What follows belongs to an exercise in optimizing a design on an open flow for a short achievable clock period and few clock cycles; a production flow would make more cautious choices.
In this exercise RTL edits were held to simulation tests only and were not proved equivalent to the original.
No activity file was given, so power comes from the tool's default toggle rates.

==> run a: inputs <==
==> flow/design.v (excerpt) <==
module control_unit #(parameter IK = 6, parameter PW = 48) (
    input  wire        clk,
    input  wire        rst,
    input  wire        button1,
    output wire        mem_en,
    output wire        mem_we,
    output wire [9:0]  mem_addr,
    output wire [31:0] mem_wdata,
    input  wire [31:0] mem_rdata,
    output wire        halted
);
Settings: LEC_CHECK=0, CAP_MARGIN=30, CORE_MARGIN=2, CORE_UTILIZATION=50, PLACE_DENSITY=0.65, SLEW_MARGIN=30; clock period 19.0 ns.
standard.sh (not shown) runs the stock make flow with config.mk's settings and CLKGATE_MAP_FILE= SYNTH_SCRIPT=/design/flow/synth_recipe.tcl, a recipe that flattens the netlist after the stock synthesis.
==> flow/flow/run.sh <==
#!/bin/bash
# Own flow: the standard layout (the standard synthesis, unchanged, and
# the same SDC and period). Changes after synthesis: ORFS's timing repair
# aims for a larger setup margin (without gate cloning), and the port
# buffers start as buf_4.
set -euo pipefail
bash standard.sh synth > synth_run.log 2>&1
bash standard.sh SETUP_SLACK_MARGIN=14 SKIP_GATE_CLONING=1 CAP_MARGIN=30 SLEW_MARGIN=30 'BUFFER_PORTS_ARGS=-buffer_cell sky130_fd_sc_hd__buf_4' finish > layout_run.log 2>&1
==> run b (differences from run a) <==
==> flow/flow/run.sh (replaced) <==
#!/bin/bash
# Own flow: the standard layout (the standard synthesis, unchanged, and
# the same SDC and period). Two changes after synthesis: ORFS's timing repair
# aims for a larger setup margin, and the port buffers start as buf_4.
set -euo pipefail
bash standard.sh synth > synth_run.log 2>&1
bash standard.sh SETUP_SLACK_MARGIN=14 'BUFFER_PORTS_ARGS=-buffer_cell sky130_fd_sc_hd__buf_4' finish > layout_run.log 2>&1
Settings changed: CAP_MARGIN 30 to 20, CORE_UTILIZATION 50 to 40, PLACE_DENSITY 0.65 to 0.6, SLEW_MARGIN 30 to 20.
==> qor summary <==
item                                                               run a                                            run b
Outcome                                          complete, no violations                                  failed layout checks
Reasons for failing layout checks                                      -  max-capacitance violations, max-slew violations
HPWL after detailed placement                                  471200 um                                        478700 um
Final core utilization                                            58.42%                                           47.66%
Post-CTS setup-driven buffer insertion count                         292                                              229
Critical R2R Capture                                       mem_addr_q[7]                                    mem_addr_q[8]
Maximum single-stage delay on the critical path                   780 ps                                           330 ps
Detailed-routing wirelength on met1                            285300 um                                        305000 um
Clk cell area share                                               5.728%                                           5.819%
Max-capacitance violation count                                        0                                                1
Switching share of power                                          36.65%                                           37.11%
Start point of the critical path                                  flo[0]                                     mem_rdata[1]
Final Cycle Share                                                 29.16%                                           29.26%
Data buffer area share                                            6.204%                                           6.613%
Maximum fanout along the worst path                                   20                                                3
Testbench counts of run a, summed over its fixed seeds: cycles 44,592.
Testbench counts of run b, summed over its fixed seeds: cycles 44,592.

========
==> quartz <==
Another version of the RTL of control_unit (not shown whole).
clock: 19.0 ns
lec_check: 0
cap_margin: 20
core_margin: 2
core_utilization: 40
place_density: 0.6
slew_margin: 20
run.sh (not shown) runs the stock make flow with config.mk's settings and CLKGATE_MAP_FILE= SYNTH_SCRIPT=/design/flow/synth_recipe.tcl, a recipe that flattens the netlist after the stock synthesis.
Stock flow here: none of the scripts above is used.
==> inputs of violet, as changes to quartz <==
--- a/flow/design.v
+++ b/flow/design.v
@@ -1,8 +1,8 @@
-module control_unit(
+module control_unit #(parameter IK = 6) (
     input  wire        clk,
     input  wire        rst,
     input  wire        button1,
     output wire        mem_en,
     output wire        mem_we,
     output wire [9:0]  mem_addr,
     output wire [31:0] mem_wdata,
@@ -15,32 +15,49 @@
     reg [31:0] R [0:15];
     reg [9:0]  flo;
     reg [21:0] fhi;
     reg        fpend;
     reg [5:0]  fimm6;
     reg        fc10;
     reg        fetch_ok;
-    reg        f_valid;
+    reg        f_valid;    
+    reg        f_cache;    
+    reg        f_fill;     
     reg [31:0] f_pc;
+    reg [31:0] c_word;
+    localparam IN = 1 << IK;
+    reg [31:0]   ic_d [0:IN-1];
+    reg [9-IK:0] ic_t [0:IN-1];
+    reg [IN-1:0] ic_v;
+    reg [31:0] ras [0:3];
+    reg [1:0]  ras_p;
     reg        qv0, qv1, qv2;
     reg [31:0] qw0, qw1, qw2;
     reg [31:0] qp0, qp1, qp2;
-    reg        e_mem, e_we;
+    reg        e_mem, e_we, e_stk;
     reg [9:0]  e_addr;
     reg [31:0] e_wdata;
     reg        e_rwe, e_load, e_ldsp, e_ret;
     reg [3:0]  e_rd;
     reg [31:0] e_a, e_b;
     reg        e_cin;
     reg        e_add, e_and, e_or, e_xor, e_not, e_sra, e_sll, e_srl;
     reg        w_rwe, w_load, w_ldsp, w_ret;
     reg [3:0]  w_rd;
     reg [31:0] w_res;
-    reg        ret_pending;
-    wire fetch_issue = fetch_ok & ~e_mem;
+    reg        ret_pending;    
+    reg        exp_v;          
+    reg [31:0] exp_pc;
+    reg [31:0] sc_d [0:15];
+    reg [5:0]  sc_t [0:15];
+    reg [15:0] sc_v;
+    wire [IK-1:0] ic_i = flo[IK-1:0];
+    wire ic_hit = ic_v[ic_i] & (ic_t[ic_i] == flo[9:IK]);
+    wire [31:0] ic_w = ic_d[ic_i];
+    wire fetch_issue = fetch_ok & (ic_hit | ~e_mem);
     assign mem_en    = fetch_ok | e_mem;
     assign mem_we    = e_we;
     assign mem_addr  = e_mem ? e_addr : flo;
     assign mem_wdata = e_wdata;
     assign halted    = halt;
     wire p1 = button1 & ~btn_dly;
     wire [31:0] e_sum = e_a + e_b + {31'd0, e_cin};
@@ -48,15 +65,14 @@
                         ({32{e_and}} & (e_a & e_b)) |
                         ({32{e_or}}  & (e_a | e_b)) |
                         ({32{e_xor}} & (e_a ^ e_b)) |
                         ({32{e_not}} & ~e_a) |
                         ({32{e_sra}} & {e_a[31], e_a[31:1]}) |
                         ({32{e_sll}} & {e_a[30:0], 1'b0}) |
                         ({32{e_srl}} & {1'b0, e_a[31:1]});
-    wire e_fwd = e_rwe & ~e_load;
     wire [31:0] w_val = w_load ? mem_rdata : w_res;
     wire [31:0] dw  = qw0;
     wire [31:0] dpc = qp0;
     wire [5:0] d_op   = dw[31:26];
     wire [5:0] d_func = dw[5:0];
     wire [3:0] d_rs = dw[24:21];
     wire [3:0] d_rt = dw[19:16];
@@ -94,31 +110,37 @@
     wire [31:0] v_rt = (e_hit_rt & ~e_load) ? e_res : w_hit_rt ? w_val : r_rt;
     wire [31:0] a_rs = (e_hit_rs & ~e_load) ? e_res : (w_hit_rs & ~w_load) ? w_res : r_rs;
     wire sp_busy = e_ldsp | w_ldsp;
     wire d_stall_dep = (d_use_rs_data & e_hit_rs & e_load) |
                        (d_use_rt_data & e_hit_rt & e_load) |
                        (d_use_rs_addr & ((e_hit_rs & e_load) | (w_hit_rs & w_load))) |
                        (d_use_sp & sp_busy);
-    wire d_stall = halt | ret_pending | d_stall_dep;
+    wire d_badpc = exp_v & (dpc != exp_pc);
+    wire d_stall = halt | ret_pending | d_stall_dep | d_badpc;
     wire d_fire  = qv0 & ~d_stall;
+    wire d_fix   = qv0 & ~halt & ~ret_pending & d_badpc;
+    wire [3:0]  sc_i   = sp[3:0];
+    wire        sc_efw = e_we & (e_addr == sp[9:0]);
+    wire        sc_hit = sc_efw | (sc_v[sc_i] & (sc_t[sc_i] == sp[9:4]));
+    wire [31:0] sc_val = sc_efw ? e_wdata : sc_d[sc_i];
     wire a_neg  = a_rs[31];
     wire a_zero = (a_rs == 32'd0);
     wire d_taken = ((d_op == 6'd11) & a_neg) |
                    ((d_op == 6'd12) & ~a_neg & ~a_zero) |
                    ((d_op == 6'd13) & a_zero);
     wire d_pred  = dw[15];
-    wire d_redirect = d_fire & d_bc & (d_taken != d_pred);
+    wire d_redirect = (d_fire & d_bc & (d_taken != d_pred)) | d_fix;
     wire [31:0] d_pc1 = dpc + 32'd1;
-    wire [31:0] d_tgt = d_taken ? (dpc + d_imm) : d_pc1;
+    wire [31:0] d_tgt = d_fix ? exp_pc : d_taken ? (dpc + d_imm) : d_pc1;
     wire [9:0] d_addr_rs = a_rs[9:0] + dw[9:0];
     wire [31:0] sp_m1 = sp - 32'd1;
     wire [31:0] sp_p1 = sp + 32'd1;
     wire [9:0] d_addr = (d_push | d_call) ? sp_m1[9:0] :
                         (d_pop | d_ret) ? sp[9:0] : d_addr_rs;
-    wire d_mem = d_ld | d_st | d_ldsp | d_stsp | d_push | d_pop | d_call | d_ret;
+    wire d_mem = d_ld | d_st | d_ldsp | d_stsp | d_push | ((d_pop | d_ret) & ~sc_hit) | d_call;
     wire d_mwe = d_st | d_stsp | d_push | d_call;
     wire [31:0] d_wdata = d_st ? v_rt : d_stsp ? sp : d_call ? d_pc1 : v_rs;
     reg [3:0] d_k;
     always @(*) begin
         d_k = 4'd0;
         if (d_ralu) d_k = d_func[3:0];
         case (d_op)
@@ -129,33 +151,48 @@
             6'd6: d_k = 4'd6;
             6'd7: d_k = 4'd3;
             6'd8: d_k = 4'd4;
             6'd9: d_k = 4'd2;
             default: ;
         endcase
     end
-    wire [31:0] d_A = d_li ? 32'd0 : v_rs;
+    wire [31:0] d_A = d_li ? 32'd0 : d_pop ? sc_val : v_rs;
     wire [31:0] d_B = d_ralu ? v_rt : (d_ialu | d_li) ? d_imm : 32'd0;
     wire d_alu = d_ralu | d_ialu;
     wire d_sh  = d_B[0];
     wire d_sub = d_alu & (d_k == 4'd1);
     wire d_is_add = ~d_alu | (d_k == 4'd0) | d_sub | (~d_sh & ((d_k == 4'd2) | (d_k == 4'd3) | (d_k == 4'd4)));
     wire d_shz = d_alu & ~d_sh & ((d_k == 4'd2) | (d_k == 4'd3) | (d_k == 4'd4));
-    wire [31:0] iw = mem_rdata;
-    wire [5:0] i_op = iw[31:26];
+    wire [31:0] iw = f_cache ? c_word : mem_rdata;
+    wire [5:0] i_op = mem_rdata[31:26];
     wire i_call = (i_op == 6'd18);
-    wire i_take = (i_op == 6'd10) | i_call |
-                  (((i_op == 6'd11) | (i_op == 6'd12) | (i_op == 6'd13)) & iw[15]);
-    wire i_pred = f_valid & i_take;
-    wire [10:0] i_tlo = {1'b0, f_pc[9:0]} + {1'b0, iw[9:0]} + {10'd0, i_call};
+    wire i_ret  = (i_op == 6'd0) & (mem_rdata[5:0] == 6'd13);
+    wire i_jmp  = (i_op == 6'd10) | i_call |
+                  (((i_op == 6'd11) | (i_op == 6'd12) | (i_op == 6'd13)) & mem_rdata[15]);
+    wire i_mem  = f_valid & ~f_cache;
+    wire [10:0] i_tlo = {1'b0, f_pc[9:0]} + {1'b0, mem_rdata[9:0]} + {10'd0, i_call};
+    wire [5:0] c_op = ic_w[31:26];
+    wire c_call = (c_op == 6'd18);
+    wire c_ret  = (c_op == 6'd0) & (ic_w[5:0] == 6'd13);
+    wire c_jmp  = (c_op == 6'd10) | c_call |
+                  (((c_op == 6'd11) | (c_op == 6'd12) | (c_op == 6'd13)) & ic_w[15]);
+    wire [10:0] c_tlo = {1'b0, flo} + {1'b0, ic_w[9:0]} + {10'd0, c_call};
     wire w_redirect = w_ret;
     wire squash_all = w_redirect | d_redirect;
-    wire squash_f   = squash_all | i_pred;
+    wire i_predj = ~squash_all & i_mem & i_jmp;
+    wire i_predr = ~squash_all & i_mem & i_ret;
+    wire i_pred  = i_predj | i_predr;
+    wire f_go    = ~squash_all & ~i_pred & fetch_issue & ic_hit;
+    wire f_predj = f_go & c_jmp;
+    wire f_predr = f_go & c_ret;
+    wire squash_f = squash_all | i_pred;
     wire [21:0] fhi_eff = fpend ? (fhi + {{16{fimm6[5]}}, fimm6} + {21'd0, fc10}) : fhi;
     wire [31:0] fpc_eff = {fhi_eff, flo};
+    wire [31:0] ras_top = ras[ras_p];
+    wire [31:0] ras_tgt = ras_top + 32'd1;
     reg        nv0, nv1, nv2;
     reg [31:0] nw0, nw1, nw2, np0, np1, np2;
     always @(*) begin
         if (d_fire) begin
             nv0 = qv1; nw0 = qw1; np0 = qp1;
             nv1 = qv2; nw1 = qw2; np1 = qp2;
             nv2 = 1'b0; nw2 = qw2; np2 = qp2;
@@ -181,67 +218,125 @@
         else btn_dly <= button1;
     end
     always @(posedge clk) begin
         if (w_rwe)
             R[w_rd] <= w_val;
     end
     always @(posedge clk) begin
+        if (e_we & (e_stk | (sc_t[e_addr[3:0]] == e_addr[9:4]))) begin
+            sc_d[e_addr[3:0]] <= e_wdata;
+            sc_t[e_addr[3:0]] <= e_addr[9:4];
+        end
+    end
+    always @(posedge clk) begin
+        if (rst)
+            sc_v <= 16'd0;
+        else if (e_we & e_stk)
+            sc_v[e_addr[3:0]] <= 1'b1;
+    end
+    wire [IK-1:0] fl_i = f_pc[IK-1:0];
+    wire [IK-1:0] st_i = e_addr[IK-1:0];
+    wire st_fill_same = f_fill & (e_addr == f_pc[9:0]);
+    always @(posedge clk) begin
+        if (f_fill) begin
+            ic_d[fl_i] <= (e_we & st_fill_same) ? e_wdata : mem_rdata;
+            ic_t[fl_i] <= f_pc[9:IK];
+        end
+        if (e_we & (ic_t[st_i] == e_addr[9:IK]) & ~(f_fill & (fl_i == st_i)))
+            ic_d[st_i] <= e_wdata;
+    end
+    always @(posedge clk) begin
+        if (rst)
+            ic_v <= {IN{1'b0}};
+        else if (f_fill)
+            ic_v[fl_i] <= 1'b1;
+    end
+    always @(posedge clk) begin
+        if (rst)
+            ras_p <= 2'd0;
+        else if ((i_predj & i_call) | (f_predj & c_call)) begin
+            ras[ras_p + 2'd1] <= i_predj ? f_pc : fpc_eff;
+            ras_p <= ras_p + 2'd1;
+        end else if (i_predr | f_predr)
+            ras_p <= ras_p - 2'd1;
+    end
+    always @(posedge clk) begin
         if (rst) begin
             halt <= 1'b0;
             sp <= 32'd0;
             flo <= 10'd0; fhi <= 22'd0; fpend <= 1'b0;
             fetch_ok <= 1'b1;
             f_valid <= 1'b0;
+            f_cache <= 1'b0;
+            f_fill <= 1'b0;
             qv0 <= 1'b0; qv1 <= 1'b0; qv2 <= 1'b0;
             e_mem <= 1'b0; e_we <= 1'b0; e_rwe <= 1'b0; e_load <= 1'b0;
             e_ldsp <= 1'b0; e_ret <= 1'b0;
             w_rwe <= 1'b0; w_load <= 1'b0; w_ldsp <= 1'b0; w_ret <= 1'b0;
             ret_pending <= 1'b0;
+            exp_v <= 1'b0;
         end else begin
             if (halt) begin
                 if (p1) halt <= 1'b0;
             end else if (d_fire & d_halt)
                 halt <= 1'b1;
             if (w_redirect) begin
                 {fhi, flo} <= mem_rdata; fpend <= 1'b0;
             end else if (d_redirect) begin
                 {fhi, flo} <= d_tgt; fpend <= 1'b0;
-            end else if (i_pred) begin
+            end else if (i_predr | f_predr) begin
+                {fhi, flo} <= ras_tgt; fpend <= 1'b0;
+            end else if (i_predj) begin
                 flo <= i_tlo[9:0];
                 fhi <= f_pc[31:10];
-                fimm6 <= iw[15:10];
+                fimm6 <= mem_rdata[15:10];
                 fc10 <= i_tlo[10];
                 fpend <= 1'b1;
+            end else if (f_predj) begin
+                flo <= c_tlo[9:0];
+                fhi <= fhi_eff;
+                fimm6 <= ic_w[15:10];
+                fc10 <= c_tlo[10];
+                fpend <= 1'b1;
             end else if (fetch_issue) begin
                 {fhi, flo} <= fpc_eff + 32'd1; fpend <= 1'b0;
             end else begin
                 fhi <= fhi_eff; fpend <= 1'b0;
             end
             f_valid <= nf_valid;
+            f_cache <= ic_hit;
+            f_fill  <= fetch_issue & ~ic_hit;
             f_pc <= fpc_eff;
+            c_word <= ic_w;
             fetch_ok <= nfetch_ok;
             qv0 <= nv0; qv1 <= nv1; qv2 <= nv2;
             qw0 <= nw0; qw1 <= nw1; qw2 <= nw2;
             qp0 <= np0; qp1 <= np1; qp2 <= np2;
             if (w_ldsp)
                 sp <= mem_rdata;
             else if (d_fire & (d_push | d_call))
                 sp <= sp_m1;
             else if (d_fire & (d_pop | d_ret))
                 sp <= sp_p1;
             if (w_redirect)
                 ret_pending <= 1'b0;
-            else if (d_fire & d_ret)
+            else if (d_fire & d_ret & ~sc_hit)
                 ret_pending <= 1'b1;
+            if (d_fire & d_ret & sc_hit) begin
+                exp_v <= 1'b1;
+                exp_pc <= sc_val;
+            end else if (d_fire | d_fix)
+                exp_v <= 1'b0;
             e_mem  <= d_fire & d_mem;
             e_we   <= d_fire & d_mwe;
+            e_stk  <= d_push | d_call;
             e_rwe  <= d_fire & (d_wr_rd | d_wr_rt);
-            e_load <= d_fire & (d_pop | d_ld);
+            e_load <= d_fire & ((d_pop & ~sc_hit) | d_ld);
             e_ldsp <= d_fire & d_ldsp;
-            e_ret  <= d_fire & d_ret;
+            e_ret  <= d_fire & d_ret & ~sc_hit;
             e_rd   <= d_dst;
             e_addr <= d_addr;
             e_wdata <= d_wdata;
             e_a    <= d_A;
             e_b    <= d_sub ? ~d_B : (d_shz ? 32'd0 : d_B);
             e_cin  <= d_sub;
             e_add  <= d_is_add;
==> flow/flow/run.sh (new file) <==
#!/bin/bash
# Own flow: the standard layout (standard synthesis, same SDC and
# period), with ORFS's timing repair asked to leave a larger setup margin.
set -euo pipefail
bash standard.sh SETUP_SLACK_MARGIN=12 finish > standard_run.log 2>&1
==> flow/standard.sh (new file) <==
#!/bin/bash
# synth_recipe.tcl (not shown) runs the flow's synth.tcl, then flattens the netlist and writes it again
# the make line also repeats each setting of config.mk as NAME=value (left out here)
make -C /OpenROAD-flow-scripts/flow DESIGN_CONFIG=/design/flow/config.mk WORK_HOME=/design/flow/orfs CLKGATE_MAP_FILE= SYNTH_SCRIPT=/design/flow/synth_recipe.tcl "${@:-finish}"
removed: flow/run.sh
==> qor summary <==
Clock group total power: violet 8.31 mW; quartz 2.20 mW
Part of the power in the clock network: violet 34.9%; quartz 25.8%
Multi-input combinational cell count: violet 9271; quartz 3117
Detailed Route WL: violet 702 mm; quartz 190 mm
Final-layout clock buffer total: violet 542; quartz 149
Fin util: violet 44.7%; quartz 45.1%
Leakage power of the design: violet 72.4 nW; quartz 21.3 nW
CP bufs+invs: violet 4; quartz 3
Clock sink count: violet 4061; quartz 983
Status: violet complete, no violations; quartz complete, no violations
Worst setup slack after placement: violet 10480 ps; quartz 10160 ps
Routed vias/inst: violet 6.31; quartz 6.39
Proportion of synthesized area in mux cells: violet 16.9%; quartz 17.5%
Die area: violet 503000 um^2; quartz 142000 um^2
Testbench counts of quartz, summed over its fixed seeds: cycles 54,157.
Testbench counts of violet, summed over its fixed seeds: cycles 46,218.

-- port drivers added, routing unchanged --
No port has a modelled driver above. Below, the same layouts with a new extraction and two added sets of constraints.
Step 1 (the two cells are an assumption about what drives the block):
set clk [get_ports {clk}]
set_driving_cell -lib_cell sky130_fd_sc_hd__clkbuf_16 $clk
set_driving_cell -lib_cell sky130_fd_sc_hd__buf_2 [delete_from_list [all_inputs] $clk]
Step 2 also shifts input and output timing later by t, the mid clock arrival at the registers, as if the neighbouring blocks saw the same clock.
Slacks: ideal / step 1 / step 2; pairs: ideal / step 1.
run | t, ns | setup WS [ns] | hold slack, ns | worst setup path after step 2
run a | 1.158 | 13.459 / 13.415 / 12.457 | 0.396 / 0.396 / 0.396 | input to register
run b | 1.166 | 13.441 / 13.404 / 12.277 | 0.306 / 0.306 / 0.306 | input to register
quartz | 0.805 | 10.028 / 10.028 / 10.028 | 0.457 / 0.457 / 0.457 | register to register
violet | 1.156 | 11.961 / 11.890 / 10.820 | 0.439 / 0.439 / 0.439 | input to register
For run b, which loses most, drivers alone change the setup slack by -0.037 ns; drivers and shift together by -1.164 ns.
